From an optimization exercise on the open Yosys and OpenROAD flow, aimed at small area, a short achievable clock period and few clock cycles; shortcuts taken in it are not production practice. Where RTL was checked, it was by simulation tests only, not by an equivalence proof against the original. The RTL of runs 1 to 5 was laid out without a check of its function. No activity file was given, so power comes from the tool's default toggle rates.

## design/flow/flow/abc_delay.script

```
strash
dch
map -D 1500
buffer -p
upsize -D 1500
dnsize -D 1500
stime -p
```

## design/flow/flow/synth_delay.tcl

```tcl
# ORFS's synth.tcl, with its ABC call given flow/abc_delay.script (a delay-driven mapping)
# in place of the platform's default ABC script. Everything else is unchanged.
set f [open $::env(SCRIPTS_DIR)/synth.tcl]
set txt [read $f]
close $f
set old {log_cmd abc {*}$abc_args}
if {[string first $old $txt] < 0} { error "synth_delay.tcl: ABC call not found in synth.tcl" }
set txt [string map [list $old {log_cmd abc -script $::env(MY_ABC_SCRIPT) {*}[lrange $abc_args 2 end]}] $txt]
uplevel #0 $txt
```

## design/flow/flow/run.sh

```bash
#!/bin/bash
# Layout flow: the standard flow (standard.sh) with two changes.
#  1. Synthesis runs the standard script (synth_recipe.tcl) except that ABC maps with
#     flow/abc_delay.script (delay-driven) and adders are not pre-mapped to ripple
#     full/half-adder cells (ADDER_MAP_FILE empty). The registers, their names and cell
#     types are the same as in the standard synthesis.
#  2. Ports get sky130_fd_sc_hd__buf_1 buffers instead of the default delay-buffer cell.
# Each tool's output goes to a log file in this folder (synth.log, standard_flow.log) and
# ORFS's own logs under orfs/logs.
set -euo pipefail
here=$(pwd)
sed 's|^source \$::env(SCRIPTS_DIR)/synth.tcl$|source '"$here"'/flow/synth_delay.tcl|' synth_recipe.tcl > synth_delay_top.tcl
grep -q 'flow/synth_delay.tcl' synth_delay_top.tcl
sed 's|SYNTH_SCRIPT=[^ ]*|SYNTH_SCRIPT='"$here"'/synth_delay_top.tcl|' standard.sh > standard_delay.sh
grep -q 'synth_delay_top.tcl' standard_delay.sh
MY_ABC_SCRIPT=$here/flow/abc_delay.script ADDER_MAP_FILE= bash standard_delay.sh synth > synth.log 2>&1
export BUFFER_PORTS_ARGS="-buffer_cell sky130_fd_sc_hd__buf_1"
bash standard.sh > standard_flow.log 2>&1
```

## design/flow/config.mk

```make
export PLATFORM = sky130hd
export DESIGN_NAME = np_read_req_gen
export DESIGN_NICKNAME = np_read_req_gen
export VERILOG_FILES = /design/flow/design.v
export SDC_FILE = /design/flow/constraint.sdc
export NUM_CORES = 4
export LEC_CHECK = 0
export CAP_MARGIN = 20
export CORE_MARGIN = 2
export CORE_UTILIZATION = 55
export PLACE_DENSITY = 0.7
export SETUP_SLACK_MARGIN = 1.5
export SLEW_MARGIN = 20
```

## design/flow/design.v

```verilog
`timescale 1ns / 1ps
module np_read_req_gen(
    input         clk,
    input         rst,
    input         transferstart,
    input         rd_dma_start_one,
    input  [63:0] dmaras,
    input  [31:0] dmarad,
    input  [31:0] dmarxs,
    input         rd_TX_des_start_one,
    input  [63:0] TX_des_addr,
    input  [2:0]  read_req_size,
    input  [15:0] req_id,
    input  [31:0] completion_pending,
    output        ready,
    output        non_posted_fifo_wren,
    output [63:0] non_posted_fifo_data,
    output [4:0]  tx_waddr,
    output [31:0] tx_wdata,
    output        tx_we
    );
function [11:0] add11(input [10:0] x, input [10:0] y, input cin);
    reg [10:0] g, p, G, P;
    integer l, i, j;
    begin
        g = x & y;
        p = x ^ y;
        G = g;
        P = p;
        G[0] = g[0] | (p[0] & cin);
        for (l = 0; l < 4; l = l + 1)
            for (i = 0; i < 11; i = i + 1)
                if (i & (1 << l)) begin
                    j = ((i >> l) << l) - 1;
                    G[i] = G[i] | (P[i] & G[j]);
                    P[i] = P[i] & P[j];
                end
        add11 = {G[10], p ^ {G[9:0], cin}};
    end
endfunction
function [51:0] pand52(input [51:0] x);
    reg [51:0] s;
    integer l, i, j;
    begin
        s = x;
        for (l = 0; l < 6; l = l + 1)
            for (i = 0; i < 52; i = i + 1)
                if (i & (1 << l)) begin
                    j = ((i >> l) << l) - 1;
                    s[i] = s[i] & s[j];
                end
        pand52 = s;
    end
endfunction
function le11(input [10:0] x, input [10:0] y);
    reg [11:0] r;
    begin
        r = add11(y, ~x, 1'b1);    
        le11 = r[11];
    end
endfunction
reg        rdy, s_calc, s_w1, s_w2;
reg        des;           
reg        last;          
reg        ok;            
reg        fmt;           
reg [63:2] a;             
reg [27:2] d;             
reg [31:2] n;             
reg [12:2] fkb;           
reg [12:2] LA;            
reg [12:2] LB;            
reg [5:0]  rsh;           
reg [4:0]  T;             
reg [4:0]  T1;            
reg        wren;
reg        w2f, w2n;      
wire start_dma = rdy & rd_dma_start_one;
wire start_des = rdy & rd_TX_des_start_one;
wire start = start_dma | start_des;
wire fire1 = s_w1 & ok;   
wire [12:2] R = {rsh, 5'd0};
wire [10:0] m_lo = {|rsh[5:5], |rsh[5:4], |rsh[5:3], |rsh[5:2], |rsh[5:1], 5'b11111};
wire [10:0] m_hi = {|rsh[4:0], |rsh[3:0], |rsh[2:0], |rsh[1:0], rsh[0], 6'b0};
wire n_hz = ~|n[31:13];
wire nR = n_hz & ~|(n[12:2] & m_hi) & (~|(n[12:2] & R) | ~|(n[12:2] & m_lo));
wire FR = ~|(fkb & m_hi) & (~|(fkb & R) | ~|(fkb & m_lo));
wire nF = n_hz & le11(n[12:2], fkb);
wire lst = nR & nF;
wire [12:2] Lnx = lst ? n[12:2] : (FR ? fkb : R);
wire s_calc_d = ~rst & start_dma;
wire s_w1_d = ~rst & (start_des | (transferstart & (s_calc | (s_w1 & ~ok) | (s_w2 & ~last))));
wire s_w2_d = ~rst & fire1;
wire rdy_d = rst | (rdy & ~rd_dma_start_one & ~rd_TX_des_start_one)
           | (~transferstart & (s_calc | (s_w1 & ~ok))) | (s_w2 & (last | ~transferstart));
wire [12:2] L_d = (start_des | des) ? 11'd8 : Lnx;
wire [4:0] T_d = s_w2 ? T1 : T;
wire ok_d = ~completion_pending[T_d];
wire fire1_d = s_w1_d & ok_d;
wire [11:0] lo_sum = add11({1'b0, a[11:2]}, {1'b0, LB[11:2]}, 1'b0);
wire inc = lo_sum[10] | LB[12];    
wire [51:0] hi_all = pand52(a[63:12]);
wire [63:12] hi_sum = a[63:12] ^ ({hi_all[50:0], 1'b1} & {52{inc}});
wire c32 = inc & hi_all[19];
wire [63:0] ld_addr = rd_dma_start_one ? dmaras : TX_des_addr;
wire ld_fmt = |ld_addr[63:32];
wire fmt_d = start ? ld_fmt : ((|a[63:32]) & ~(c32 & hi_all[51])) | (c32 & ~hi_all[51]);
wire [11:0] d_lo = add11(d[12:2], LB, 1'b0);
wire [14:0] d_hiall = pand52({37'd0, d[27:13]});
wire [27:13] d_hi = d[27:13] ^ ({d_hiall[13:0], 1'b1} & {15{d_lo[11]}});
wire [11:0] n_lo = add11(n[12:2], ~LA, 1'b1);            
wire [18:0] n_hiz = pand52({33'd0, ~n[31:13]});
wire [31:13] n_hi = n[31:13] ^ ({n_hiz[17:0], 1'b1} & {19{~n_lo[11]}});
wire [11:0] f_lo = add11(fkb, ~LA, 1'b1);
wire [11:0] f0 = add11(11'd0, {1'b0, ~dmaras[11:2]}, 1'b1);  
always @(posedge clk) begin
    rdy <= rdy_d;
    s_calc <= s_calc_d;
    s_w1 <= s_w1_d;
    s_w2 <= s_w2_d;
    wren <= s_w2_d | fire1_d;
    w2f <= fire1 & fmt;
    w2n <= fire1 & ~fmt;
    T <= rst ? 5'd0 : T_d;
    T1 <= rst ? 5'd1 : T_d + 5'd1;
    ok <= ok_d;
    LA <= fire1_d ? L_d : 11'd0;
    LB <= LA;
    last <= lst | start_des | des | (s_w1 & ~transferstart);
    fmt <= fmt_d;
    des <= start_des | (des & ~start_dma);
    rsh <= 6'd1 << read_req_size;
    a <= start ? ld_addr[63:2] : {hi_sum, lo_sum[9:0]};
    d <= start_dma ? dmarad[27:2] : {d_hi, d_lo[10:0]};
    n <= start_dma ? dmarxs[31:2] : {n_hi, n_lo[10:0]};
    fkb <= start_dma ? f0[10:0] : (fkb == LA) ? 11'd1024 : f_lo[10:0];
end
assign ready = rdy;
assign non_posted_fifo_wren = wren;
assign non_posted_fifo_data[63]    = (w2f & a[63]) | (w2n & a[31]);
assign non_posted_fifo_data[62]    = (w2f & a[62]) | (w2n & a[30]);
assign non_posted_fifo_data[61]    = (w2f & a[61]) | (w2n & a[29]) | (s_w1 & fmt);
assign non_posted_fifo_data[60:42] = ({19{w2f}} & a[60:42]) | ({19{w2n}} & a[28:10]);
assign non_posted_fifo_data[41:34] = ({8{w2f}} & a[41:34]) | ({8{w2n}} & a[9:2]) | ({8{s_w1}} & LA[11:4]);
assign non_posted_fifo_data[33:32] = ({2{w2f}} & a[33:32]) | ({2{s_w1}} & LA[3:2]);
assign non_posted_fifo_data[31:16] = ({16{w2f}} & a[31:16]) | ({16{s_w1}} & req_id);
assign non_posted_fifo_data[15:13] = {3{w2f}} & a[15:13];
assign non_posted_fifo_data[12:8]  = ({5{w2f}} & a[12:8]) | ({5{s_w1}} & T);
assign non_posted_fifo_data[7:2]   = ({6{w2f}} & a[7:2]) | {6{s_w1}};
assign non_posted_fifo_data[1:0]   = {2{s_w1}};
assign tx_we = s_w2;
assign tx_waddr = T;
assign tx_wdata = {des, 9'b0, d[27:6]};
endmodule
```

## design/flow/standard.sh

```bash
#!/bin/bash
# synth_recipe.tcl (not shown) runs the flow's synth.tcl, then flattens the netlist and writes it again
# the make line also repeats each setting of config.mk as NAME=value (left out here)
make -C /OpenROAD-flow-scripts/flow DESIGN_CONFIG=/design/flow/config.mk WORK_HOME=/design/flow/orfs CLKGATE_MAP_FILE= SYNTH_SCRIPT=/design/flow/synth_recipe.tcl "${@:-finish}"
```

## design/flow/constraint.sdc

```tcl
create_clock -name core_clock -period 4.5 [get_ports {clk}]
set_input_delay 0.9000 -clock core_clock [delete_from_list [all_inputs] [get_ports {clk}]]
set_output_delay 0.9000 -clock core_clock [all_outputs]
set_load 0.01 [all_outputs]
```

==> impl.org, run 1 <==
** Synthesis
- The number of different library cells used by synthesis comes to 62.
- Post-synthesis average cell area :: 6.72 um2
- For this run, the leading register cell type out of synthesis is sky130_fd_sc_hd__dfxtp_1.
- Count of state elements after synthesis :: 178
- Fraction of synthesis flops using an asynchronous set or reset pin :: 0%
- Number of flops mapped to enable cells by yosys :: 0
- Yosys warning count :: 1
- Synthesized instance count :: 1631
- Post-synthesis sequential area ratio :: 32.5%
- The mapped netlist covers 0.0110 mm2.

** Die
- Number of placement rows :: 51
- Full die area :: 0.0211 mm2
- Core box area :: 0.0195 mm2
- I/O pins :: 352
- Measured along the x axis, the die boundary spans 145 um.
- From bottom edge to top edge, the die measures 145 um.
- Once the floorplan was initialized, standard cells occupied 56.1% of the core.

** Worst setup path
- Worst-path cell with the longest stage delay :: sky130_fd_sc_hd__clkinvlp_2
- Crit path required time :: 3600 ps
- Cell-by-cell listing of the critical path :: clkinvlp_2 -> o22ai_1 -> buf_1
- Critical setup path kind :: flop to output pin
- Grouping stages by cell kind, the critical path spends the most delay in buffers and inverters.
- CP arrival :: 2040 ps
- Kind of end point of the critical path :: output pin
- In this design, the stage delay of the slowest critical-path cell is 590 ps.
- Along the worst path, the maximum fanout reaches 14.
- The number of buffers and inverters on the critical path is 2.
- Critical Path Source Type :: flop

** Routing
- The detailed router finished its first iteration with 939 violations.
- Wire length reported by the detailed router :: 35500 um
- For this run, design rule violations remaining after detail routing come to 0.
- The pre-antenna-repair detailed-routing pass consisted of 8 iterations.
- Via-to-Cell Ratio :: 5.52
- Vias :: 12100
- After detailed routing, the average wire length per cell comes to 16.2 um.
- Residual antenna-violating net count after detailed routing :: 0

** GRT
- The number of antenna violations at the first check in global routing came to 3.
- The first global-routing pass estimated 55300 um of wire.
- In the global route stage, overall resource usage came out at 32.4%.
- Largest net degree at the start of global routing :: 84
- Number of global-route vias before repair :: 11000
- GRT overflow :: 0

** Timing
- Based on the critical path, the design can be clocked at up to 0.340 GHz.
- RSZ-0062 raised after global routing :: yes
- Tightest slew margin relative to the limit :: 31.2%
- Slew at the pin with the worst max-slew slack :: 1030 ps
- The count of pins over their slew limit was 0.
- In the final timing run, aggregate negative setup slack is 0 ps.
- Dividing the final minimum period by the clock period gives 65.3%.
- Hold Vio Cnt, Final :: 0
- Final setup margin :: 1560 ps
- Min Clock Period, post-route :: 2940 ps
- Final setup violation count :: 0
- Worst clock skew :: 10.8 ps

** Power
- In this run, flip-flops and latches consume 37.8% of the power.
- Power density over cell area :: 466 mW/mm2
- Cell internal power was estimated by the tool at 3680 uW.
- Across the VDD grid, the largest voltage drop is 0.284 mV.
- Clock network power share :: 27.3%
- Switching Power :: 2310 uW
- Combinational logic is responsible for 34.9% of the overall power.
- The analysis attributes to cell leakage a power of 0.00544 uW.
- Switching part of the total :: 38.6%

** Flow run
- Across the run, the number of max-cap violations was 0.

** Clock network
- CTS clk-pin slew, worst paths :: 70 ps
- Buffers inserted during clock tree synthesis total 17.
- Max Buffers Root-to-Sink :: 2
- CTS tree :: done
- Source-to-sink clock delay at the later pin of the worst-skew pair :: 430 ps
- Root buffer cell :: sky130_fd_sc_hd__clkbuf_16
- The H-tree generated during clock tree synthesis spans 4 levels.
- Clock Sink Count :: 178

** Cells and area
- Relative to the synthesized area, the layout overhead comes to 17.4%.
- Fraction of layout cells with a size suffix above 1 :: 4.73%
- In the final design database the tool counted 2159 nets.
- For this run, the number of standard cells in the final layout without fillers is 2190.
- Share of the core filled with cells :: 65.9%
- After routing the design area is 0.0129 mm2.

** Placement
- Worst slack at placement :: 1380 ps
- Detailed placement ended at an HPWL of 27000 um.
- Input/output buffers :: 330
- Number of cells in the design after placement :: 2150
- The placed instances occupy a cell area of 0.0121 mm2.
- GP Congestion :: 0.953

** Hold path
- The worst hold path belongs to the class flop to flop.

** Outcome
- The run finished with no timing, DRC or antenna violations.
-- kinds of logic (layout without fill, tap and decap cells) --
logic type,after synthesis,in the layout,share of synthesized area [%]
flops,178,178,32.5
mux,51,51,4.66
simple gates,712,712,28.0
buf+inv,274,557,10.9
compound gates,366,366,19.9
xor+xnor,49,49,3.92
other cells,1,12,0.0342
-- power groups by stage --
| stage | sequential (uW) | clock [uW] | combinational (uW) |
|---|---|---|---|
| CTS | 2250 | 1650 | 2060 |
| detailed placement | 2280 | 0 | 2030 |
| global placement | 2280 | 0 | 2000 |
| floorplan | 2180 | 0 | 1600 |
| finish | 2270 | 1640 | 2090 |
| global route | 2310 | 1710 | 2350 |
-- worst reg2reg max path: stages (launching register included) --
cell                      delay (ps)
sky130_fd_sc_hd__dfxtp_1         330
sky130_fd_sc_hd__inv_1            90
sky130_fd_sc_hd__nor4_2          360
sky130_fd_sc_hd__nand4_1         250
sky130_fd_sc_hd__nor3_2          320
sky130_fd_sc_hd__inv_2           140
sky130_fd_sc_hd__nor2_4          170
sky130_fd_sc_hd__nand4_4         150
sky130_fd_sc_hd__inv_1           200
sky130_fd_sc_hd__nand3_1         150
sky130_fd_sc_hd__nor3_2          230
sky130_fd_sc_hd__xor2_1          190
sky130_fd_sc_hd__mux2i_1          80
-- routing by layer --
metal	track usage (%)	share of wire, %	wire length, um	up-vias
li1	-	-	-	6033
met5	0	0	0	-
met1	41.8	43	15100	5482
met2	53.1	46	16400	501
met4	11.6	2.9	1030	0
met3	7.48	8.3	2930	69
-- Yosys cell counts (8+ instances only) --
| master | n | area, um2 |
|---|---|---|
| sky130_fd_sc_hd__nor4_1 | 21 | 131 |
| sky130_fd_sc_hd__inv_1 | 175 | 657 |
| sky130_fd_sc_hd__dfxtp_1 | 178 | 3560 |
| sky130_fd_sc_hd__o22ai_1 | 44 | 275 |
| sky130_fd_sc_hd__o21ai_0 | 150 | 751 |
| sky130_fd_sc_hd__clkbuf_1 | 47 | 176 |
| sky130_fd_sc_hd__or2_2 | 8 | 50.1 |
| sky130_fd_sc_hd__nor2_1 | 247 | 927 |
| sky130_fd_sc_hd__a22oi_1 | 11 | 82.6 |
| sky130_fd_sc_hd__xor2_1 | 35 | 307 |
| sky130_fd_sc_hd__nor3_1 | 26 | 130 |
| sky130_fd_sc_hd__xnor2_1 | 14 | 123 |
| sky130_fd_sc_hd__nand4_1 | 30 | 188 |
| sky130_fd_sc_hd__buf_4 | 34 | 255 |
| sky130_fd_sc_hd__nand2_1 | 303 | 1140 |
| sky130_fd_sc_hd__nand3_1 | 49 | 245 |
| sky130_fd_sc_hd__a31oi_1 | 38 | 238 |
| sky130_fd_sc_hd__a21oi_1 | 55 | 275 |
| sky130_fd_sc_hd__o31ai_1 | 11 | 82.6 |
| sky130_fd_sc_hd__mux2i_1 | 51 | 510 |
| sky130_fd_sc_hd__a211oi_1 | 10 | 75.1 |
-- stage by stage --
| step | power, uW | hold slack (ps) |
|---|---|---|
| after global routing | 6370 | 398 |
| after floorplan | 3780 | 351 |
| after detailed placement | 4310 | 381 |
| final | 5990 | 401 |
| after CTS | 5960 | 396 |
| after global placement | 4280 | 387 |
-- registers in the layout (all words and copies together), names as in the netlist, 5 cells and up --
| register | count |
|---|---|
| T | 5 |
| n | 30 |
| LA | 11 |
| rsh | 6 |
| d | 26 |
| T1 | 5 |
| fkb | 11 |
| LB | 11 |
| a | 62 |
-- worst paths after layout --
kind | from | end | slack [ps] | cells past startpoint
min reg2reg | LA[5] | LB[5] | 400 | 0
min | LA[5] | LB[5] | 400 | 0
max reg2reg | a[14] | a[55] | 1730 | 12
max | w2f | non_posted_fifo_data[49] | 1560 | 3
-- layout make-up --
| cell class | count | area [um2] |
|---|---|---|
| multi-input cells | 1187 | 6260 |
| flip-flops and latches | 178 | 3570 |
| diodes | 3 | 7.51 |
| inverters | 182 | 694 |
| fillers | 1917 | 6660 |
| repair inverters | 2 | 10.0 |
| clock buffers | 20 | 457 |
| clock inverters | 10 | 183 |
| well taps | 265 | 332 |
| repair buffers | 343 | 1360 |
-- cell usage in the layout (no fill, tap or decap), types with 3 or more instances in the layout --
cell,count
sky130_fd_sc_hd__or2_2,8
sky130_fd_sc_hd__clkbuf_16,17
sky130_fd_sc_hd__a31oi_1,38
sky130_fd_sc_hd__nand3b_1,5
sky130_fd_sc_hd__o221ai_1,6
sky130_fd_sc_hd__a22oi_1,11
sky130_fd_sc_hd__a221oi_1,6
sky130_fd_sc_hd__nor2_1,245
sky130_fd_sc_hd__inv_2,5
sky130_fd_sc_hd__buf_1,329
sky130_fd_sc_hd__nor2_4,4
sky130_fd_sc_hd__nor4_1,21
sky130_fd_sc_hd__o21ai_1,7
sky130_fd_sc_hd__nand4_1,30
sky130_fd_sc_hd__o22ai_1,44
sky130_fd_sc_hd__nor4_2,4
sky130_fd_sc_hd__clkinv_2,3
sky130_fd_sc_hd__inv_1,172
sky130_fd_sc_hd__nand3_1,48
sky130_fd_sc_hd__diode_2,3
sky130_fd_sc_hd__conb_1,9
sky130_fd_sc_hd__clkinvlp_4,3
sky130_fd_sc_hd__nand3_2,3
sky130_fd_sc_hd__mux2i_1,51
sky130_fd_sc_hd__a21oi_1,55
sky130_fd_sc_hd__xor2_1,35
sky130_fd_sc_hd__a211oi_1,10
sky130_fd_sc_hd__o21ai_0,148
sky130_fd_sc_hd__nor3_2,4
sky130_fd_sc_hd__o211ai_1,6
sky130_fd_sc_hd__dfxtp_1,176
sky130_fd_sc_hd__xnor2_1,14
sky130_fd_sc_hd__o31ai_1,11
sky130_fd_sc_hd__nand2_1,303
sky130_fd_sc_hd__bufinv_16,5
sky130_fd_sc_hd__buf_4,12
sky130_fd_sc_hd__nor3_1,25
-- repair_timing --
item | in CTS | in global routing
cloned | 0 | 2
setup endpoints to repair | 16 | 30
setup buffers | 4 | 0
hold buffers | 0 | 0
resized for setup | 2 | 9
==> run 2, diff against run 1 <==
--- a/design/flow/config.mk
+++ b/design/flow/config.mk
@@ -9,5 +9,5 @@
 export CORE_MARGIN = 2
 export CORE_UTILIZATION = 55
 export PLACE_DENSITY = 0.7
-export SETUP_SLACK_MARGIN = 1.5
+export SETUP_SLACK_MARGIN = 2.4
 export SLEW_MARGIN = 20
==> impl.org, run 2 <==
** Worst setup path
- The critical path is of the flop to flop type.
- The worst endpoint required time is 4820 ps (+1220 ps).
- Timing startpoint of the critical path :: a[17]
- Critical register-to-register path startpoint :: a[17]
- Max FO, Critical Path :: 4 (-10)
- STA classifies the critical path endpoint as a flop.
- Cell-by-cell listing of the critical path :: inv_1 -> nor2_1 -> nand4_1 -> buf_4 -> nor3_2 -> nand3_1 -> nor4_1 -> o21ai_1 -> nor2_1 -> a31oi_1
- Critical Path Source Type :: flop
- The slowest stage of the critical path belongs to the cell sky130_fd_sc_hd__nor3_2.
- The critical path's largest stage delay was 530 ps (-60 ps).
- Counting stages on the worst path, the most repeated cell is sky130_fd_sc_hd__nor2_1.
- Critical path buffer and inverter count :: 2 (unchanged)
- Cell class contributing the biggest share of worst-path delay :: simple AND/OR/NAND/NOR gates
- The arrival time at the worst endpoint came to 3030 ps (+990 ps).

** Cells and area
- The number of nets in the layout was 2320 (+7.5%).
- The area growth from synthesis to layout is 50.7%.
- The flip-flop count of the largest register after layout came to 62 (unchanged).
- Leaving out fill and tap cells, the most frequent cells in the layout are sky130_fd_sc_hd__buf_1 (267), sky130_fd_sc_hd__nand2_1 (250), sky130_fd_sc_hd__nor2_1 (197).
- The largest registers in the layout are a: 62 flops, n: 30 flops, d: 26 flops.
- Register with the most flip-flops :: a
- The share of layout cells above drive strength 1 is 29.3% (+25 points).
- Leaving out fill and tap cells, the most frequent cell in the layout is sky130_fd_sc_hd__buf_1.

** Timing
- The worst clock skew was 19.3 ps (+8.46 ps).
- Post-route worst hold slack :: 385 ps (-16.3 ps)
- The accumulated negative setup slack was 0 ps (unchanged).
- Tightest slew margin relative to the limit :: 48.1% (+17 points)
- The transition time at the pin with the least slew margin is 778 ps (-254 ps).
- Min Clock Period, post-route :: 2710 ps (-228 ps)
- Final worst path period share :: 60.2% (-5.1 points)
- The least setup slack across all paths after layout was 1790 ps (+228 ps).
- Final setup violation count :: 0 (unchanged)
- Count of final max-slew check failures :: 0 (unchanged)
- RSZ-0062 raised after global routing :: yes
- Achievable clock frequency :: 0.369 GHz (+8.4%)
- The number of hold violations in the final report was 0 (unchanged).

** Clock network
- CTS clk-pin slew, worst paths :: 70 ps (about the same)
- The number of clock buffers inserted by TritonCTS was 17 (unchanged).
- CTS H-tree depth :: 4 (unchanged)
- The buffer levels on the longest clock path came to 2 (unchanged).
- Source-to-sink clock delay at the later pin of the worst-skew pair :: 460 ps (+30 ps)
- TritonCTS built the clock tree.
- The TritonCTS sink count is 178 (unchanged).
- In this run the clock root is driven by a sky130_fd_sc_hd__clkbuf_16.

** Die
- Horizontal die dimension :: 145 um (unchanged)
- Core box area :: 0.0195 mm2 (unchanged)
- I/O pins :: 352 (unchanged)
- The die area came to 0.0211 mm2 (unchanged).
- Number of placement rows :: 51 (unchanged)
- Vertical extent of the die :: 145 um (unchanged)
- Initial Util :: 56.1% (unchanged)

** Synthesis
- The sequential fraction of the synthesis area was 32.5% (unchanged).
- Post-synthesis cell area :: 0.0110 mm2 (unchanged)
- By area the synthesized netlist is led by sky130_fd_sc_hd__dfxtp_1 (33%), sky130_fd_sc_hd__nand2_1 (10%), sky130_fd_sc_hd__nor2_1 (8.5%).
- The number of synthesized register bits came to 178 (unchanged).
- The simple logic cell fraction of the synthesized area was 28.0% (unchanged).
- Fraction of synthesis flops using an asynchronous set or reset pin :: 0% (unchanged)
- Most instantiated flip-flop cell in the synthesis netlist :: sky130_fd_sc_hd__dfxtp_1
- Library cell with the highest instance count after synthesis :: sky130_fd_sc_hd__nand2_1
- Complex-gate fraction of the synthesized area :: 19.9% (unchanged)
- The synthesized-area fraction occupied by xor and xnor cells came to 3.92% (unchanged).
- The yosys synthesis warning count is 1 (unchanged).
- The mean instance size in the synthesized netlist was 6.72 um2 (unchanged).
- Portion of netlist area occupied by mux cells :: 4.66% (unchanged)
- Number of flops mapped to enable cells by yosys :: 0 (unchanged)
- The share of synthesized cell area in full adder, half adder and majority cells is 0% (unchanged).
- The cell count after synthesis came to 1631 (unchanged).
- Top cell type's share of synthesized area :: 32.5% (unchanged)
- Main combinational cell family by area after synthesis :: simple AND/OR/NAND/NOR gates
- Count of unique library cells instantiated by Yosys :: 62 (unchanged)
- Synth top cells by count :: sky130_fd_sc_hd__nand2_1 (303), sky130_fd_sc_hd__nor2_1 (247), sky130_fd_sc_hd__dfxtp_1 (178), sky130_fd_sc_hd__inv_1 (175), sky130_fd_sc_hd__o21ai_0 (150)
- Biggest area consumer among synthesized cells :: sky130_fd_sc_hd__dfxtp_1

** Placement
- The half-perimeter wire length after placement came to 26700 um (-1.2%).
- The final weighted congestion in routability-driven placement is 0.939 (-1.4%).
- Worst slack at placement :: 1310 ps (-75.6 ps)
- Input/output buffers :: 330 (unchanged)

** Routing
- Residual antenna-violating net count after detailed routing :: 0 (unchanged)
- Post-route DRC :: 0 (unchanged)
- Number of iterations in the first detailed-routing pass :: 13 (+5)
- Via-to-Cell Ratio :: 6.24 (+13%)
- Vias :: 14700 (+21%)
- The violation count after the first detailed-route iteration is 1880 (+100%).
- Wire length reported by the detailed router :: 50400 um (+42%)
- Wire per inst :: 21.4 um (+32%)

** Hold path
- In this run the most critical hold path is launched from LA[4].
- The tightest min-delay check is of the flop to flop type.

** GRT
- The remaining global-route overflow is 0 (unchanged).
- Antenna violations before repair :: 3 (unchanged)
- Largest net degree at the start of global routing :: 84 (unchanged)
- Number of global-route vias before repair :: 12800 (+16%)
- The wire length of the first global-routing pass is 66100 um (+19%).
- The total global routing track utilization is 38.7% (+6.3 points).

** Power
- The share of total power consumed by net switching came to 44.1% (+5.5 points).
- The combinational fraction of design power is 44.3% (+9.4 points).
- Clock network power share :: 21.2% (-6.1 points)
- The cell internal power dissipation came to 3850 uW (+4.5%).
- The cell leakage power came to 0.00716 uW (+32%).
- The reported net switching power is 3040 uW (+31%).
- The maximum vdd drop came to 0.352 mV (+24%).
- Sequential power share :: 34.5% (-3.3 points)
- The areal power density over the cells was 417 mW/mm2 (-11%).

** Outcome
- Status :: timing/DRC/antenna clean

** Flow run
- The max capacitance violation total came to 0 (unchanged).
## run 2: cell count changes in the layout (fill, tap and decap cells not counted), sizes merged
cell      delta
inv         +12
clkbuf       +2
bufbuf       +1
diode        -2
bufinv       -5
and2         +1
buf        +151
clkinvlp     +3
nand3        +1
clkinv       -3
## run 2: final timing paths
path	end	slack, ps	cells past startpoint
max	fmt	1790	10
max reg2reg	fmt	1790	10
min reg2reg	LB[4]	390	0
min	LB[4]	390	0
## run 2: cell families (layout without fill, tap and decap cells)
kind of cell              count (synthesis)  in the layout
xor gates and xnor gates                 49             49
and+or+nand+nor                         712            714
other                                     1             10
buffers and inverters                   274            718
muxes                                    51             51
DFF                                     178            178
AOI/OAI and AO/OA                       366            366
## run 2: final cells by class
class,instances,area [um2]
Antenna cell,1,2.50
Clock buffer,18,429
Clock inverter,14,119
Fill cell,1128,3020
Inverter,182,751
Multi-Input combinational cell,1189,7840
Sequential cell,178,3630
Tap cell,265,332
Timing Repair Buffer,499,3350
Timing Repair inverter,5,48.8
## run 2: timing repair
action / 4_1_cts / 5_1_grt
resized for setup: 449 / 211
hold endpoints to repair: 0 / 0
cloned: 17 / 5
setup buffers: 98 / 44
pin swaps: 107 / 97
endpoints found under the setup margin: 181 / 177
hold buffers: 0 / 0
## run 2: metrics by stage
step	power (uW)	area, um2	instances	utilization [%]
global route	7160	16500	2351	84.5
detailed placement	4320	12200	2154	62.5
CTS	6280	15200	2301	78.1
finish	6880	16500	2351	84.5
floorplan	3800	11100	1639	-
global placement	4290	12200	2154	62.5
## run 2: power by group through the flow
stage | Sequential, uW | Clock, uW | Combinational, uW
6_report | 2370 | 1460 | 3050
5_1_grt | 2390 | 1510 | 3250
4_1_cts | 2280 | 1430 | 2560
3_5_place_dp | 2270 | 0 | 2040
3_3_place_gp | 2280 | 0 | 2010
2_1_floorplan | 2180 | 0 | 1620
## run 2: per-layer routing
| layer | vias to the layer above | wire length, um | track usage (%) |
|---|---|---|---|
| met3 | 429 | 6170 | 7.23 |
| met4 | 4 | 4160 | 17.6 |
| li1 | 6368 | - | - |
| met2 | 1233 | 22800 | 66.2 |
| met5 | - | 27 | 0 |
| met1 | 6640 | 17200 | 47.3 |
==> run 3, diff against run 2 <==
--- a/design/flow/config.mk
+++ b/design/flow/config.mk
@@ -9,5 +9,5 @@
 export CORE_MARGIN = 2
 export CORE_UTILIZATION = 55
 export PLACE_DENSITY = 0.7
-export SETUP_SLACK_MARGIN = 2.4
+export SETUP_SLACK_MARGIN = 1.8
 export SLEW_MARGIN = 20
==> impl.org, run 3 <==
** Routing
- Vias :: 12200 (-17%)
- The number of optimization iterations in the first detailed-route pass came to 7 (-6).
- The remaining number of nets flagged by the antenna check after routing was 0 (unchanged).
- Initial detailed-routing violation count :: 888 (-53%)
- Wire length reported by the detailed router :: 35900 um (-29%)
- Via-to-Cell Ratio :: 5.52 (-12%)
- Wire per inst :: 16.3 um (-24%)
- The residual DRC count came to 0 (unchanged).

** Worst setup path
- STA classifies the critical path startpoint as a flop.
- CP arrival :: 1730 ps (-1300 ps)
- The worst setup path is captured at an output pin.
- The worst endpoint required time came to 3600 ps (-1220 ps).
- The maximum fanout encountered on the critical timing path is 10 (+6).
- Critical setup path kind :: flop to output pin

** Flow run
- Max capacitance violation total :: 0 (unchanged)

** Cells and area
- Final net count :: 2180 (-6.0%)
- Fraction of layout cells with a size suffix above 1 :: 6.74% (-23 points)
- Leaving out fill and tap cells, the most frequent cells in the layout are sky130_fd_sc_hd__buf_1 (329), sky130_fd_sc_hd__nand2_1 (302), sky130_fd_sc_hd__nor2_1 (244).
- Share of the core filled with cells :: 67.4% (-17 points)
- Filler cell count in the final layout :: 1882 (+67%)
- Largest register FFs :: 62 (unchanged)
- Syn-to-layout area delta :: 20.0%
- Largest registers in the final layout :: a: 62 flops, n: 30 flops, d: 26 flops
- Register with the most flip-flops :: a
- Leaving out fill and tap cells, the most frequent cell in the layout is sky130_fd_sc_hd__buf_1.
- The final standard cell count with taps included and fillers excluded came to 2210 (-6.0%).

** GRT
- The maximum number of pins on one net before global-route repair was 84 (unchanged).
- The remaining global-route overflow is 0 (unchanged).
- The via count of the first global-routing pass came to 11100 (-13%).
- The total global routing track utilization came to 32.7% (-6.0 points).
- Antenna violations before repair :: 2 (-1)
- The wire length of the first global-routing pass was 55800 um (-16%).

** Synthesis
- Library cell with the highest instance count after synthesis :: sky130_fd_sc_hd__nand2_1
- The number of synthesized register bits was 178 (unchanged).
- The yosys synthesis warning count is 1 (unchanged).
- Synth top cells by count :: sky130_fd_sc_hd__nand2_1 (303), sky130_fd_sc_hd__nor2_1 (247), sky130_fd_sc_hd__dfxtp_1 (178), sky130_fd_sc_hd__inv_1 (175), sky130_fd_sc_hd__o21ai_0 (150)
- Post-synthesis average cell area :: 6.72 um2 (unchanged)
- The portion of synthesized cell area occupied by the leading cell type is 32.5% (unchanged).
- Number of flops mapped to enable cells by yosys :: 0 (unchanged)
- The number of distinct library cell variants in the gate-level netlist after synthesis was 62 (unchanged).
- Fraction of synthesis flops using an asynchronous set or reset pin :: 0% (unchanged)
- Post-synthesis sequential area ratio :: 32.5% (unchanged)
- Synthesized instance count :: 1631 (unchanged)
- Biggest area consumer among synthesized cells :: sky130_fd_sc_hd__dfxtp_1
- For this run, the leading register cell type out of synthesis is sky130_fd_sc_hd__dfxtp_1.
- The netlist area before placement is 0.0110 mm2 (unchanged).
- Top post-synthesis cells by area :: sky130_fd_sc_hd__dfxtp_1 (33%), sky130_fd_sc_hd__nand2_1 (10%), sky130_fd_sc_hd__nor2_1 (8.5%)

** Timing
- Final worst path period share :: 58.5% (-1.7 points)
- The number of hold violations in the final report came to 0 (unchanged).
- The worst clock skew was 12.6 ps (-6.69 ps).
- The worst-case headroom to the max-slew limit came to 45.4% (-2.7 points).
- Setup repair after global routing could not meet its margin everywhere.
- Final setup margin :: 1870 ps (+78.3 ps)
- Slew at the pin with the worst max-slew slack :: 819 ps (+40.9 ps)
- Min Clock Period, post-route :: 2630 ps (-78.4 ps)
- Final setup violation count :: 0 (unchanged)
- The top achievable clock speed was 0.380 GHz (+3.0%).
- Total Neg Setup Slack :: 0 ps (unchanged)
- The count of pins over their slew limit came to 0 (unchanged).

** Power
- The areal power density over the cells was 458 mW/mm2 (+10%).
- Static leakage :: 0.00559 uW (-22%)
- Worst ir drop on vdd :: 0.285 mV (-19%)
- Pwr Total :: 6030 uW (-12%)

** Clock network
- TritonCTS built the clock tree.
- Clock Sink Count :: 178 (unchanged)
- The H-tree level count came to 4 (unchanged).
- CTS clk-pin slew, worst paths :: 70 ps (about the same)
- Inserted Clock Buffers :: 17 (unchanged)
- Root buffer cell :: sky130_fd_sc_hd__clkbuf_16
- Source-to-sink clock delay at the later pin of the worst-skew pair :: 430 ps (-30 ps)
- The number of hold buffers added after CTS is 0 (unchanged).
- The buffer levels on the longest clock path is 2 (unchanged).

** Placement
- The count of input and output buffers came to 330 (unchanged).
- The pre-CTS setup slack was 1380 ps (+75.6 ps).
- The instance count after placement with tap cells included is 2150 (-0.19%).
- The final weighted congestion in routability-driven placement came to 0.953 (+1.4%).
- The half-perimeter wire length after placement came to 27000 um (+1.2%).

** Die
- Core box area :: 0.0195 mm2 (unchanged)
- Initial Util :: 56.1% (unchanged)
- The die boundary height came to 145 um (unchanged).
- I/O pins :: 352 (unchanged)
- The horizontal die dimension is 145 um (unchanged).
- The number of core rows was 51 (unchanged).
- Full die area :: 0.0211 mm2 (unchanged)

** Outcome
- The run finished with no timing, DRC or antenna violations.

** Hold path
- Hold Crit Class :: flop to flop
==> run 3: critical path, stage by stage, from the launching register on <==
cell and delay, ps:
sky130_fd_sc_hd__dfxtp_2 420, sky130_fd_sc_hd__clkinvlp_4 190, sky130_fd_sc_hd__buf_4 220, sky130_fd_sc_hd__o22ai_1 250
sky130_fd_sc_hd__buf_1 230
==> run 3: cell type report <==
| cell class | count | area [um2] | area share [%] |
|---|---|---|---|
| Multi-Input combinational cell | 1187 | 6360 | 48.4 |
| Sequential cell | 178 | 3580 | 27.2 |
| Timing Repair Buffer | 364 | 1520 | 11.5 |
| Inverter | 182 | 703 | 5.35 |
| Clock buffer | 20 | 457 | 3.47 |
| Tap cell | 265 | 332 | 2.52 |
| Clock inverter | 10 | 183 | 1.39 |
| Timing Repair inverter | 2 | 15.0 | 0.114 |
| Antenna cell | 2 | 5.00 | 0.0381 |
==> run 3: report_power, final <==
part	switching [uW]	internal (uW)
sequential	356	1910
clock	625	1010
combinational	1360	772
total	2340	3690
==> run 3: worst paths after layout <==
kind / start / endpoint / slack (ps) / cells after the start
max: w2f / non_posted_fifo_data[43] / 1870 / 4
min: LA[5] / LB[5] / 400 / 0
max reg2reg: a[14] / a[47] / 1930 / 11
min reg2reg: LA[5] / LB[5] / 400 / 0
==> run 3: logic make-up (layout without fill, tap and decap cells) <==
family,Yosys count,after routing,synth area share (%)
mux,51,51,4.66
compound gates,366,366,19.9
buf+inv,274,578,10.9
xor+xnor,49,49,3.92
other cells,1,11,0.0342
simple gates,712,712,28.0
flops,178,178,32.5
==> run 3: timing repair <==
action,CTS,global route
gates resized for setup,13,36
setup buffers,10,15
hold endpoints to repair,0,0
cloned,2,0
setup endpoints to repair,72,119
pin swaps,0,9
==> run 3: per-stage QoR <==
step,instance area (um2),hold WS [ps]
floorplan,11000,351
global placement,12100,387
detailed placement,12100,381
CTS,12900,396
global route,13200,398
finish,13200,397
==> run 3: per-layer routing <==
metal  routed length [um]  global-route usage, %  vias to the layer above  share of wire (%)
met5                    0                      0                        -                  0
met4                 1140                   12.9                        0                3.2
met1                15200                   42.2                     5542                 42
met3                 2930                   7.33                       71                8.1
met2                16600                   53.4                      507                 46
li1                     -                      -                     6075                  -
==> run 4, diff against run 3 <==
--- a/design/flow/config.mk
+++ b/design/flow/config.mk
@@ -7,7 +7,7 @@
 export LEC_CHECK = 0
 export CAP_MARGIN = 20
 export CORE_MARGIN = 2
-export CORE_UTILIZATION = 55
-export PLACE_DENSITY = 0.7
-export SETUP_SLACK_MARGIN = 1.8
+export CORE_UTILIZATION = 65
+export PLACE_DENSITY = 0.8
+export SETUP_SLACK_MARGIN = 2.0
 export SLEW_MARGIN = 20
==> impl.org, run 4 <==
** Worst setup path
- The critical path goes through clkinvlp_4 -> o22ai_1 -> buf_1.
- Crit path required time :: 3600 ps (about the same)
- The arrival time at the worst endpoint came to 1610 ps (-120 ps).
- Max FO, Critical Path :: 12 (+2)
- Kind of end point of the critical path :: output pin
- Delay of the slowest cell on the worst path :: 490 ps (+70 ps)
- Critical setup path kind :: flop to output pin
- The slowest stage of the critical path belongs to the cell sky130_fd_sc_hd__dfxtp_4.
- STA classifies the critical path startpoint as a flop.

** Routing
- Wire length reported by the detailed router :: 38900 um (+8.3%)
- Residual antenna-violating net count after detailed routing :: 0 (unchanged)
- Wire per inst :: 17.9 um (+10%)
- The routed via count came to 13100 (+7.5%).
- Initial detailed-routing violation count :: 1689 (+90%)
- The number of optimization iterations in the first detailed-route pass was 6 (-1).
- Via-to-Cell Ratio :: 6.04 (+9.5%)
- The residual DRC count is 0 (unchanged).

** Clock network
- The H-tree level count is 4 (unchanged).
- The root buffer cell chosen for the clock tree is sky130_fd_sc_hd__clkbuf_16.
- Clock Sink Count :: 178 (unchanged)
- The number of clock buffers inserted by TritonCTS is 17 (unchanged).
- The clock insertion delay at the later pin of the skew report is 440 ps (about the same).
- CTS tree :: done
- Max Buffers Root-to-Sink :: 2 (unchanged)
- The clock transition at the register clock pins on the worst setup and hold paths after CTS is 70 ps (about the same).

** Timing
- The accumulated negative setup slack was 0 ps (unchanged).
- Min Clock Period, post-route :: 2510 ps (-122 ps)
- Setup repair after global routing could not meet its margin everywhere.
- Final worst path period share :: 55.8% (-2.7 points)
- The number of setup violations in the final report was 0 (unchanged).
- Worst clock skew :: 10.4 ps (-2.19 ps)
- The top achievable clock speed came to 0.399 GHz (+4.9%).
- Count of final max-slew check failures :: 0 (unchanged)
- The transition time at the pin with the least slew margin came to 1000 ps (+181 ps).
- The worst-case headroom to the max-slew limit is 33.3% (-12 points).
- Hold Vio Cnt, Final :: 0 (unchanged)

** Die
- Full die area :: 0.0179 mm2 (-15%)
- Initial Util :: 66.3% (+10 points)
- Core box area :: 0.0165 mm2 (-15%)
- The horizontal die dimension is 134 um (-7.8%).
- The die boundary height is 134 um (-7.8%).
- Number of placement rows :: 47 (-7.8%)
- I/O pins :: 352 (unchanged)

** Placement
- The half-perimeter wire length after placement is 27800 um (+2.9%).
- GP Congestion :: 0.973 (+2.2%)
- The count of input and output buffers is 330 (unchanged).

** Synthesis
- Yosys warning count :: 1 (unchanged)
- Post-synthesis average cell area :: 6.72 um2 (unchanged)
- Fraction of synthesis flops using an asynchronous set or reset pin :: 0% (unchanged)
- Top cell type's share of synthesized area :: 32.5% (unchanged)
- The number of synthesized register bits is 178 (unchanged).
- The netlist area before placement was 0.0110 mm2 (unchanged).
- The cell count after synthesis was 1631 (unchanged).
- Top post-synthesis cells by area :: sky130_fd_sc_hd__dfxtp_1 (33%), sky130_fd_sc_hd__nand2_1 (10%), sky130_fd_sc_hd__nor2_1 (8.5%)
- Number of flops mapped to enable cells by yosys :: 0 (unchanged)
- The sequential fraction of the synthesis area was 32.5% (unchanged).
- Among all cell types in the netlist, the one instantiated most often is sky130_fd_sc_hd__nand2_1.
- Synth top cells by count :: sky130_fd_sc_hd__nand2_1 (303), sky130_fd_sc_hd__nor2_1 (247), sky130_fd_sc_hd__dfxtp_1 (178), sky130_fd_sc_hd__inv_1 (175), sky130_fd_sc_hd__o21ai_0 (150)
- Portion of netlist area occupied by mux cells :: 4.66% (unchanged)
- The share of synthesized cell area in full adder, half adder and majority cells came to 0% (unchanged).
- After synthesis, the largest family of logic cells by area is simple AND/OR/NAND/NOR gates.
- Biggest area consumer among synthesized cells :: sky130_fd_sc_hd__dfxtp_1
- The simple logic cell fraction of the synthesized area came to 28.0% (unchanged).
- Complex-gate fraction of the synthesized area :: 19.9% (unchanged)
- Most instantiated flip-flop cell in the synthesis netlist :: sky130_fd_sc_hd__dfxtp_1
- Count of unique library cells instantiated by Yosys :: 62 (unchanged)
- Xor and xnor area share after synthesis :: 3.92% (unchanged)

** GRT
- The remaining global-route overflow was 0 (unchanged).
- The maximum number of pins on one net before global-route repair is 83 (-1.2%).
- Antenna violations before repair :: 1 (-1)
- Number of global-route vias before repair :: 11500 (+3.2%)
- The wire length of the first global-routing pass came to 57900 um (+3.9%).
- The total global routing track utilization came to 40.7% (+7.9 points).

** Hold path
- Hold Crit Class :: flop to flop

** Cells and area
- The largest registers in the layout are a: 62 flops, n: 30 flops, d: 26 flops.
- Commonest cells after routing, fill and taps aside :: sky130_fd_sc_hd__buf_1 (314), sky130_fd_sc_hd__nand2_1 (297), sky130_fd_sc_hd__nor2_1 (237)
- Number of diodes :: 0 (-2)
- Fraction of layout cells with a size suffix above 1 :: 10.5% (+3.7 points)
- Syn-to-layout area delta :: 22.5%
- Share of the core filled with cells :: 81.2% (+14 points)
- Final net count :: 2186 (+0.28%)
- a holds more flip-flops than any other register.
- Largest register FFs :: 62 (unchanged)
- Filler cell count in the final layout :: 1233 (-34%)
- The library cell used most frequently in the layout, excluding fill and tap cells, is sky130_fd_sc_hd__buf_1.

** Power
- The total power after layout was 6170 uW (+2.3%).
- Worst ir drop on vdd :: 0.385 mV (+35%)
- Static leakage :: 0.00573 uW (+2.4%)
- The areal power density over the cells came to 460 mW/mm2 (+0.28%).

** Flow run
- Max capacitance violation total :: 0 (unchanged)

** Outcome
- The flow ran to the end and the layout has no timing, DRC or antenna violations.
## run 4: changes by cell type in the layout (fill, tap and decap cells not counted), sizes merged
cell and change:
buf -6, bufbuf +1, bufinv -2, clkbuf +5, clkinv -5, clkinvlp +3, diode -2, inv +11
nand3 +1
## run 4: power by group
| group | internal, uW | total, uW | switching (uW) | leakage, uW |
|---|---|---|---|---|
| registers | 1920 | 2280 | 365 | 0.00149 |
| logic | 809 | 2290 | 1480 | 0.00393 |
| clock network | 892 | 1600 | 709 | 0.000303 |
| total | 3620 | 6170 | 2550 | 0.00573 |
## run 4: worst max-delay path, delay by kind of cell (launching register included)
family | cells | cell delay, ps
flip-flops | 1 | 490
AO/OA/AOI/OAI | 1 | 260
buffers and inverters | 2 | 420
## run 4: routing by layer
| layer | vias up | GRT usage [%] | wire (um) |
|---|---|---|---|
| li1 | 6086 | - | - |
| met1 | 5932 | 55.5 | 15100 |
| met2 | 971 | 64.3 | 17400 |
| met3 | 124 | 8.81 | 4930 |
| met4 | 2 | 13.3 | 1420 |
| met5 | - | 0 | 14 |
## run 4: logic make-up after synthesis
kind of cell	Yosys count
xor+xnor	49
mux	51
simple gates	712
buf+inv	274
other cells	1
flops	178
compound gates	366
## run 4: layout make-up
cell class / instances / area, um2 / share of cell area (%)
Inverter: 182 / 711 / 5.29
Tap cell: 220 / 275 / 2.05
Clock buffer: 17 / 425 / 3.17
Clock inverter: 15 / 191 / 1.43
Multi-Input combinational cell: 1188 / 6590 / 49.1
Timing Repair inverter: 4 / 26.3 / 0.196
Timing Repair Buffer: 367 / 1620 / 12.0
Sequential cell: 178 / 3590 / 26.7
## run 4: repair_timing
action / CTS / global route
buffers inserted: 8 / 19
cloned: 4 / 2
gates resized for setup: 57 / 95
pin swaps: 5 / 25
setup endpoints to repair: 151 / 114
hold buffers: 0 / 0
## run 4: metrics by stage
stage / hold WS (ps) / setup slack, ps / instance area [um2] / std cells
floorplan: 351 / 2010 / 11000 / 1639
global placement: 382 / 1420 / 12100 / 2106
detailed placement: 386 / 1380 / 12100 / 2106
CTS: 397 / 1950 / 12900 / 2150
global route: 395 / 1940 / 13400 / 2171
finish: 402 / 1990 / 13400 / 2171
## run 4: path summary, 6_finish.rpt
kind,startpoint,endpoint,slack [ps],depth (start not counted)
max,w2n,non_posted_fifo_data[43],1990,3
min,LA[3],LB[3],400,0
max reg2reg,a[12],a[60],2040,11
min reg2reg,LA[3],LB[3],400,0
==> run 5, diff against run 4 <==
--- a/design/flow/design.v
+++ b/design/flow/design.v
@@ -72,7 +72,6 @@
 reg [12:2] LB;            
 reg [5:0]  rsh;           
 reg [4:0]  T;             
-reg [4:0]  T1;            
 reg        wren;
 reg        w2f, w2n;      
 wire start_dma = rdy & rd_dma_start_one;
@@ -94,7 +93,7 @@
 wire rdy_d = rst | (rdy & ~rd_dma_start_one & ~rd_TX_des_start_one)
            | (~transferstart & (s_calc | (s_w1 & ~ok))) | (s_w2 & (last | ~transferstart));
 wire [12:2] L_d = (start_des | des) ? 11'd8 : Lnx;
-wire [4:0] T_d = s_w2 ? T1 : T;
+wire [4:0] T_d = T + {4'd0, s_w2};
 wire ok_d = ~completion_pending[T_d];
 wire fire1_d = s_w1_d & ok_d;
 wire [11:0] lo_sum = add11({1'b0, a[11:2]}, {1'b0, LB[11:2]}, 1'b0);
@@ -122,7 +121,6 @@
     w2f <= fire1 & fmt;
     w2n <= fire1 & ~fmt;
     T <= rst ? 5'd0 : T_d;
-    T1 <= rst ? 5'd1 : T_d + 5'd1;
     ok <= ok_d;
     LA <= fire1_d ? L_d : 11'd0;
     LB <= LA;
--- a/design/flow/config.mk
+++ b/design/flow/config.mk
@@ -7,7 +7,7 @@
 export LEC_CHECK = 0
 export CAP_MARGIN = 20
 export CORE_MARGIN = 2
-export CORE_UTILIZATION = 65
-export PLACE_DENSITY = 0.8
+export CORE_UTILIZATION = 55
+export PLACE_DENSITY = 0.7
 export SETUP_SLACK_MARGIN = 2.0
 export SLEW_MARGIN = 20
==> impl.org, run 5 <==
** Outcome
- The run finished with no timing, DRC or antenna violations.

** Clock network
- The H-tree level count came to 4 (unchanged).
- CTS clk-pin slew, worst paths :: 80 ps (about the same)
- # hold bufs at CTS :: 0 (unchanged)
- CTS placed an instance of sky130_fd_sc_hd__clkbuf_16 at the clock tree root.
- The clock insertion delay at the later pin of the skew report came to 440 ps (about the same).
- The buffer levels on the longest clock path is 2 (unchanged).
- The TritonCTS sink count came to 173 (-2.8%).
- Inserted Clock Buffers :: 17 (unchanged)
- CTS tree :: done

** Cells and area
- Fraction of layout cells with a size suffix above 1 :: 11.6% (+1.1 points)
- In the final layout, the registers with the most flip-flops are a: 62 flops, n: 30 flops, d: 26 flops.
- The filler cell count in the final layout is 1785 (+45%).
- The share of the core filled with cells in the final layout was 70.3% (-11 points).
- The flip-flop count of the largest register after layout is 62 (unchanged).
- Most frequent standard cell in the layout excluding fill and tap cells :: sky130_fd_sc_hd__buf_1
- Area used by multi-input combinational logic :: 0.00662 mm2 (+0.44%)
- Register with the most flip-flops :: a
- Commonest cells after routing, fill and taps aside :: sky130_fd_sc_hd__buf_1 (323), sky130_fd_sc_hd__nand2_1 (282), sky130_fd_sc_hd__nor2_1 (237)
- Final net count :: 2198 (+0.55%)
- The area of all placed cells without fillers is 0.0136 mm2 (+1.3%).
- The area taken by flip-flops and latches was 0.00349 mm2 (-2.6%).
- Number of diodes :: 0 (unchanged)
- The area growth from synthesis to layout is 26.3%.

** Die
- The number of core rows is 51 (+8.5%).
- The horizontal die dimension came to 144 um (+7.5%).
- The floorplan core area is 0.0193 mm2 (+17%).
- Initial Util :: 55.7% (-11 points)
- The die area was 0.0207 mm2 (+16%).
- I/O pins :: 352 (unchanged)
- The die boundary height came to 144 um (+7.5%).

** GRT
- Global-route wire length before repair :: 55200 um (-4.8%)
- Total track usage :: 34.2% (-6.4 points)
- Antenna violations before repair :: 0 (-1)
- Largest net degree at the start of global routing :: 72 (-13%)
- Number of global-route vias before repair :: 11000 (-4.2%)
- The remaining global-route overflow is 0 (unchanged).

** Synthesis
- After synthesis, the most frequently instantiated cells are sky130_fd_sc_hd__nand2_1 (297), sky130_fd_sc_hd__nor2_1 (263), sky130_fd_sc_hd__inv_1 (181), sky130_fd_sc_hd__dfxtp_1 (173), sky130_fd_sc_hd__o21ai_0 (145).
- Library cell with the highest instance count after synthesis :: sky130_fd_sc_hd__nand2_1
- Synthesized instance count :: 1620 (-0.67%)
- Fraction of synthesis flops using an asynchronous set or reset pin :: 0% (unchanged)
- The netlist area before placement is 0.0108 mm2 (-1.8%).
- The portion of synthesized cell area occupied by the leading cell type is 32.2% (-0.34 points).
- The count of flip-flops with a built-in enable after synthesis came to 0 (unchanged).
- The sequential fraction of the synthesis area came to 32.2% (-0.34 points).
- Count of state elements after synthesis :: 173 (-2.8%)
- Top post-synthesis cells by area :: sky130_fd_sc_hd__dfxtp_1 (32%), sky130_fd_sc_hd__nand2_1 (10%), sky130_fd_sc_hd__nor2_1 (9.2%)
- Most instantiated flip-flop cell in the synthesis netlist :: sky130_fd_sc_hd__dfxtp_1
- Post-synthesis average cell area :: 6.64 um2 (-1.1%)
- The number of distinct library cell variants in the gate-level netlist after synthesis is 53 (-15%).
- Biggest area consumer among synthesized cells :: sky130_fd_sc_hd__dfxtp_1
- Yosys warning count :: 1 (unchanged)

** Timing
- Count of final max-slew check failures :: 0 (unchanged)
- The top achievable clock speed is 0.398 GHz (about the same).
- Total Neg Setup Slack :: 0 ps (unchanged)
- The transition time at the pin with the least slew margin was 727 ps (-274 ps).
- RSZ-0062 raised after global routing :: yes
- The worst-case headroom to the max-slew limit came to 51.5% (+18 points).
- Final worst path period share :: 55.8% (about the same)
- Hold Vio Cnt, Final :: 0 (unchanged)
- Final setup violation count :: 0 (unchanged)
- Min Clock Period, post-route :: 2510 ps (+0.760 ps)
- Final setup margin :: 1990 ps (-0.760 ps)
- Worst clock skew :: 13.2 ps (+2.79 ps)

** Placement
- Input/output buffers :: 330 (unchanged)
- The final weighted congestion in routability-driven placement is 0.967 (-0.68%).
- Post-detailed-placement half-perimeter wirelength :: 27600 um (-0.54%)
- Worst slack at placement :: 1070 ps (-308 ps)
- The area after detailed placement was 0.0120 mm2 (-1.1%).

** Routing
- Post-route DRC :: 0 (unchanged)
- Via-to-Cell Ratio :: 5.64 (-6.7%)
- Residual antenna-violating net count after detailed routing :: 0 (unchanged)
- Vias :: 12600 (-4.2%)
- Wire per inst :: 17.2 um (-4.1%)
- The routed wire length came to 38300 um (-1.6%).
- Initial detailed-routing violation count :: 869 (-49%)
- Number of iterations in the first detailed-routing pass :: 8 (+2)

** Hold path
- Hold Crit Class :: flop to flop
- The worst hold path begins at LA[3].

** Worst setup path
- STA classifies the critical path startpoint as a flop.
- Crit path required time :: 3600 ps (about the same)
- Kind of end point of the critical path :: output pin
- Cell-by-cell listing of the critical path :: clkinvlp_4 -> buf_4 -> o21ai_0 -> buf_1
- Worst-path cell with the longest stage delay :: sky130_fd_sc_hd__dfxtp_4
- CP arrival :: 1610 ps (about the same)
- Timing startpoint of the critical path :: w2f
- Critical path buffer and inverter count :: 3 (+1)
- Max FO, Critical Path :: 14 (+2)
- Critical setup path kind :: flop to output pin
- Cell class contributing the biggest share of worst-path delay :: buffers and inverters
- Critical register-to-register path startpoint :: a[13]
- The critical path's largest stage delay came to 380 ps (-110 ps).

** Power
- Power density over cell area :: 418 mW/mm2 (-9.2%)
- The maximum vdd drop was 0.329 mV (-15%).
- The cell leakage power came to 0.00568 uW (-0.79%).

** Flow run
- The max capacitance violation total came to 0 (unchanged).
-- run 5: cells by family after synthesis --
| family | Yosys count | share of synthesized area [%] |
|---|---|---|
| AO/OA/AOI/OAI | 373 | 20.4 |
| XOR/XNOR | 47 | 3.82 |
| buffers and inverters | 278 | 11.1 |
| flip-flops | 173 | 32.2 |
| multiplexers | 53 | 4.93 |
| other | 1 | 0.0348 |
| AND/OR/NAND/NOR | 695 | 27.5 |
-- run 5: path summary, 6_finish.rpt --
| path | endpoint | slack [ps] | depth (start not counted) |
|---|---|---|---|
| setup reg to reg | a[34] | 2070 | 12 |
| hold / removal | LB[3] | 390 | 0 |
| setup / recovery | non_posted_fifo_data[6] | 1990 | 4 |
| hold reg to reg | LB[3] | 390 | 0 |
-- run 5: area by class of cell --
class | count | area share [%]
clock buffers | 17 | 3.13
clock inverters | 15 | 1.42
inverters | 186 | 5.38
multi-input cells | 1179 | 48.7
flip-flops and latches | 173 | 25.7
well taps | 265 | 2.44
repair buffers | 386 | 12.9
repair inverters | 7 | 0.341
-- run 5: report_power, final --
part           leakage (uW)  switching [uW]  internal, uW
logic               0.00393            1250           720
registers           0.00145             320          1830
clock network      0.000304             746           809
total               0.00568            2320          3360
-- run 5: stage by stage --
| stage | cells | power (uW) | hold slack [ps] |
|---|---|---|---|
| 2_1_floorplan | 1628 | 3470 | 364 |
| 3_3_place_gp | 2139 | 3900 | 384 |
| 4_1_cts | 2193 | 5520 | 402 |
| 6_report | 2228 | 5680 | 386 |
| 3_5_place_dp | 2139 | 3930 | 396 |
| 5_1_grt | 2228 | 6010 | 398 |
-- run 5: routing by layer --
| layer | vias up | track usage, % | part of all wire [%] |
|---|---|---|---|
| met5 | - | 0 | 0 |
| met4 | 0 | 20.8 | 6.0 |
| met3 | 156 | 7.06 | 8.1 |
| met2 | 616 | 57.2 | 47 |
| met1 | 5703 | 40.3 | 39 |
| li1 | 6084 | - | - |
-- run 5: worst reg2reg max path: stages (launching register included) --
cell and delay [ps]:
sky130_fd_sc_hd__dfxtp_2 340, sky130_fd_sc_hd__inv_2 70, sky130_fd_sc_hd__nor4_4 410, sky130_fd_sc_hd__nand4_4 180
sky130_fd_sc_hd__nor4_4 260, sky130_fd_sc_hd__buf_6 170, sky130_fd_sc_hd__inv_1 90, sky130_fd_sc_hd__nor4_4 200
sky130_fd_sc_hd__nand3_1 160, sky130_fd_sc_hd__nor2_2 120, sky130_fd_sc_hd__nand2_1 80, sky130_fd_sc_hd__xor2_1 140
sky130_fd_sc_hd__mux2i_1 80
-- run 5: what timing repair did --
item | in CTS | in global routing
gates cloned | 5 | 5
setup buffers | 17 | 30
pin swaps | 3 | 33
resized for setup | 50 | 119
setup endpoints to repair | 146 | 127
==> run 6, diff against run 5 <==
--- a/design/flow/design.v
+++ b/design/flow/design.v
@@ -72,6 +72,7 @@
 reg [12:2] LB;            
 reg [5:0]  rsh;           
 reg [4:0]  T;             
+reg [4:0]  T1;            
 reg        wren;
 reg        w2f, w2n;      
 wire start_dma = rdy & rd_dma_start_one;
@@ -93,7 +94,7 @@
 wire rdy_d = rst | (rdy & ~rd_dma_start_one & ~rd_TX_des_start_one)
            | (~transferstart & (s_calc | (s_w1 & ~ok))) | (s_w2 & (last | ~transferstart));
 wire [12:2] L_d = (start_des | des) ? 11'd8 : Lnx;
-wire [4:0] T_d = T + {4'd0, s_w2};
+wire [4:0] T_d = rst ? 5'd0 : s_w2 ? T1 : T;
 wire ok_d = ~completion_pending[T_d];
 wire fire1_d = s_w1_d & ok_d;
 wire [11:0] lo_sum = add11({1'b0, a[11:2]}, {1'b0, LB[11:2]}, 1'b0);
@@ -120,7 +121,8 @@
     wren <= s_w2_d | fire1_d;
     w2f <= fire1 & fmt;
     w2n <= fire1 & ~fmt;
-    T <= rst ? 5'd0 : T_d;
+    T <= T_d;
+    T1 <= T_d + 5'd1;
     ok <= ok_d;
     LA <= fire1_d ? L_d : 11'd0;
     LB <= LA;
==> impl.org, run 6 <==
** Worst setup path
- The number of cells on the critical path came to 4 (unchanged).
- The worst setup path is captured at an output pin.
- The critical path goes through buf_12 -> a22oi_1 -> o21ai_0 -> buf_1.
- The logic depth of the worst register-to-register path is 13 (+1).
- Max FO, Critical Path :: 8 (-6)
- The combined buffer and inverter count along the critical path was 2 (-1).
- Cell class contributing the biggest share of worst-path delay :: compound AO/OA/AOI/OAI gates
- The worst setup path is launched from a flop.
- The critical path's largest stage delay came to 380 ps (about the same).
- The slowest stage of the critical path belongs to the cell sky130_fd_sc_hd__dfxtp_4.
- CP arrival :: 1600 ps (about the same)
- Critical setup path kind :: flop to output pin
- Crit path required time :: 3600 ps (about the same)

** Clock network
- The H-tree level count was 4 (unchanged).
- CTS tree :: done
- The number of hold buffers added after CTS is 0 (unchanged).
- CTS clk-pin slew, worst paths :: 90 ps (about the same)
- Inserted Clock Buffers :: 17 (unchanged)
- The clock insertion delay at the later pin of the skew report came to 450 ps (about the same).
- Max Buffers Root-to-Sink :: 2 (unchanged)
- The TritonCTS sink count is 178 (+2.9%).
- In this run the clock root is driven by a sky130_fd_sc_hd__clkbuf_16.

** Synthesis
- Post-synthesis average cell area :: 6.66 um2 (+0.21%)
- The most common cell in the synthesized netlist is sky130_fd_sc_hd__nand2_1.
- Biggest area consumer among synthesized cells :: sky130_fd_sc_hd__dfxtp_1
- Among all flip-flop cells after synthesis, the most frequent one is sky130_fd_sc_hd__dfxtp_1.
- Count of state elements after synthesis :: 178 (+2.9%)
- Yosys warning count :: 1 (unchanged)
- Synth top cells by count :: sky130_fd_sc_hd__nand2_1 (309), sky130_fd_sc_hd__nor2_1 (255), sky130_fd_sc_hd__dfxtp_1 (178), sky130_fd_sc_hd__inv_1 (172), sky130_fd_sc_hd__o21ai_0 (148)
- The sequential fraction of the synthesis area was 33.0% (+0.84 points).
- Top post-synthesis cells by area :: sky130_fd_sc_hd__dfxtp_1 (33%), sky130_fd_sc_hd__nand2_1 (11%), sky130_fd_sc_hd__nor2_1 (8.9%)
- The portion of synthesized cell area occupied by the leading cell type came to 33.0% (+0.84 points).
- Post-synthesis cell area :: 0.0108 mm2 (+0.27%)
- Number of flops mapped to enable cells by yosys :: 0 (unchanged)
- Fraction of synthesis flops using an asynchronous set or reset pin :: 0% (unchanged)
- The cell count after synthesis is 1621 (+0.062%).
- Count of unique library cells instantiated by Yosys :: 56 (+5.7%)

** Routing
- The remaining number of nets flagged by the antenna check after routing was 0 (unchanged).
- Via-to-Cell Ratio :: 5.56 (-1.3%)
- The number of optimization iterations in the first detailed-route pass came to 8 (unchanged).
- Vias :: 12400 (-1.4%)
- The violation count after the first detailed-route iteration is 944 (+8.6%).
- The routed wire length was 38500 um (+0.55%).
- Wire per inst :: 17.3 um (+0.64%)
- Post-route DRC :: 0 (unchanged)

** Timing
- The transition time at the pin with the least slew margin was 680 ps (-47.0 ps).
- The post-route minimum period is 2500 ps (-7.81 ps).
- Final worst path period share :: 55.6% (-0.17 points)
- Achievable clock frequency :: 0.400 GHz (+0.31%)
- Final setup violation count :: 0 (unchanged)
- Worst clock skew :: 16.1 ps (+2.97 ps)
- Setup repair after global routing could not meet its margin everywhere.
- The accumulated negative setup slack came to 0 ps (unchanged).
- The count of pins over their slew limit came to 0 (unchanged).
- The number of hold violations in the final report was 0 (unchanged).
- Tightest slew margin relative to the limit :: 54.7% (+3.1 points)

** Die
- Vertical extent of the die :: 144 um (+0.13%)
- Full die area :: 0.0208 mm2 (+0.26%)
- The number of ports placed on the die boundary was 352 (unchanged).
- The starting density of the core came to 55.8% (+0.15 points).
- Number of placement rows :: 51 (unchanged)
- The horizontal die dimension is 144 um (+0.13%).
- Core box area :: 0.0193 mm2 (unchanged)

** GRT
- The wire length of the first global-routing pass is 57000 um (+3.3%).
- GRT overflow :: 0 (unchanged)
- The maximum number of pins on one net before global-route repair came to 85 (+18%).
- Total track usage :: 35.5% (+1.3 points)
- The number of antenna violations at the first check in global routing came to 3 (+3).
- Number of global-route vias before repair :: 10900 (-0.25%)

** Hold path
- The cell depth of the worst min-delay path is 0 (unchanged).
- Hold Crit Class :: flop to flop

** Cells and area
- Filler cell count in the final layout :: 1783 (-0.11%)
- Counting flops per register, the top entry is a.
- Leaving out fill and tap cells, the most frequent cells in the layout are sky130_fd_sc_hd__buf_1 (328), sky130_fd_sc_hd__nand2_1 (306), sky130_fd_sc_hd__nor2_1 (237).
- The largest registers in the layout are a: 62 flops, n: 30 flops, d: 26 flops.
- Leaving out fill and tap cells, the most frequent cell in the layout is sky130_fd_sc_hd__buf_1.
- The share of layout cells above drive strength 1 is 10.3% (-1.3 points).
- Largest register FFs :: 62 (unchanged)
- Syn-to-layout area delta :: 24.2%
- The number of nets in the layout was 2194 (-0.18%).

** Outcome
- Status :: timing/DRC/antenna clean

** Power
- The total power after layout is 5720 uW (+0.73%).
- The part of the total power dissipated in the clock network came to 26.7% (-0.7 points).
- The areal power density over the cells came to 426 mW/mm2 (+2.1%).
- P_int :: 3360 uW (about the same)
- Switching part of the total :: 41.2% (+0.45 points)
- Switching Power :: 2360 uW (+1.8%)
- The cell leakage power is 0.00555 uW (-2.3%).
- The share of power burned in registers is 38.8% (+0.9 points).
- Combinational group share of total power :: 34.5% (-0.2 points)
- The maximum vdd drop is 0.360 mV (+9.7%).

** Placement
- The count of input and output buffers was 330 (unchanged).
- The final weighted congestion in routability-driven placement is 0.936 (-3.2%).
- The half-perimeter wire length after placement came to 28500 um (+3.0%).

** Flow run
- Max capacitance violation total :: 0 (unchanged)
## run 6: final timing paths
kind              startpoint                       end  slack (ps)
hold / removal         LA[3]                     LB[3]         400
setup / recovery         w2n  non_posted_fifo_data[38]        2000
hold reg to reg        LA[3]                     LB[3]         400
setup reg to reg        a[3]                       fmt        2070
## run 6: cells by family (layout without fill, tap and decap cells)
kind of cell	Yosys count	after routing	synth area share, %
buffers and inverters	268	596	10.6
xor gates and xnor gates	54	54	4.38
other	1	11	0.0347
and+or+nand+nor	696	698	27.1
AOI/OAI and AO/OA	385	385	21.3
DFF	178	178	33.0
muxes	39	39	3.62
## run 6: timing repair
| action | in CTS | in global routing |
|---|---|---|
| cloned | 6 | 0 |
| pin swaps | 8 | 20 |
| endpoints found under the setup margin | 141 | 99 |
| resized for setup | 42 | 79 |
| buffers inserted | 26 | 18 |
| hold endpoints to repair | 0 | 0 |
## run 6: layout make-up
class | instances | area, um2 | area share (%)
diodes | 2 | 5.00 | 0.0373
clock buffers | 17 | 425 | 3.17
repair buffers | 382 | 1730 | 12.9
multi-input cells | 1185 | 6410 | 47.8
inverters | 178 | 701 | 5.23
repair inverters | 4 | 30.0 | 0.224
clock inverters | 15 | 181 | 1.35
flip-flops and latches | 178 | 3600 | 26.8
well taps | 265 | 332 | 2.47
## run 6: per-stage QoR
stage / worst slack [ps] / std cells / cell area (um2) / util, % / hold slack (ps)
2_1_floorplan: 2040 / 1629 / 10800 / - / 351
3_3_place_gp: 944 / 2142 / 12000 / 62.0 / 392
3_5_place_dp: 844 / 2142 / 12000 / 62.0 / 392
4_1_cts: 2000 / 2206 / 13000 / 67.2 / 404
5_1_grt: 1930 / 2224 / 13400 / 69.3 / 407
6_report: 2000 / 2226 / 13400 / 69.3 / 396
## run 6: layer usage
metal  routed length, um  global-route usage, %  share of wire [%]  up-vias
met3                3250                   7.32                8.5      132
met4                2370                   21.7                6.2        2
met1               14600                   41.5                 38     5561
met5                  13                      0              0.034        -
li1                    -                      -                  -     6078
met2               18200                   60.0                 47      613
## run 6: power by group through the flow
stage | clock network [uW] | registers (uW) | logic [uW]
2_1_floorplan | 0 | 2120 | 1390
6_report | 1530 | 2220 | 1970
4_1_cts | 1530 | 2190 | 1850
5_1_grt | 1600 | 2250 | 2190
3_5_place_dp | 0 | 2230 | 1800
3_3_place_gp | 0 | 2220 | 1770
Testbench counts of run 6, summed over its fixed seeds: cycles 52,910.

Re-timed with assumed drivers on the ports (clkbuf_16 on the clock, buf_2 on other inputs), run 6 has 1.950 ns of setup slack against 1.998 ns with ideal ports, and 1.565 ns once port delays also move by the mid clock arrival of 0.490 ns.
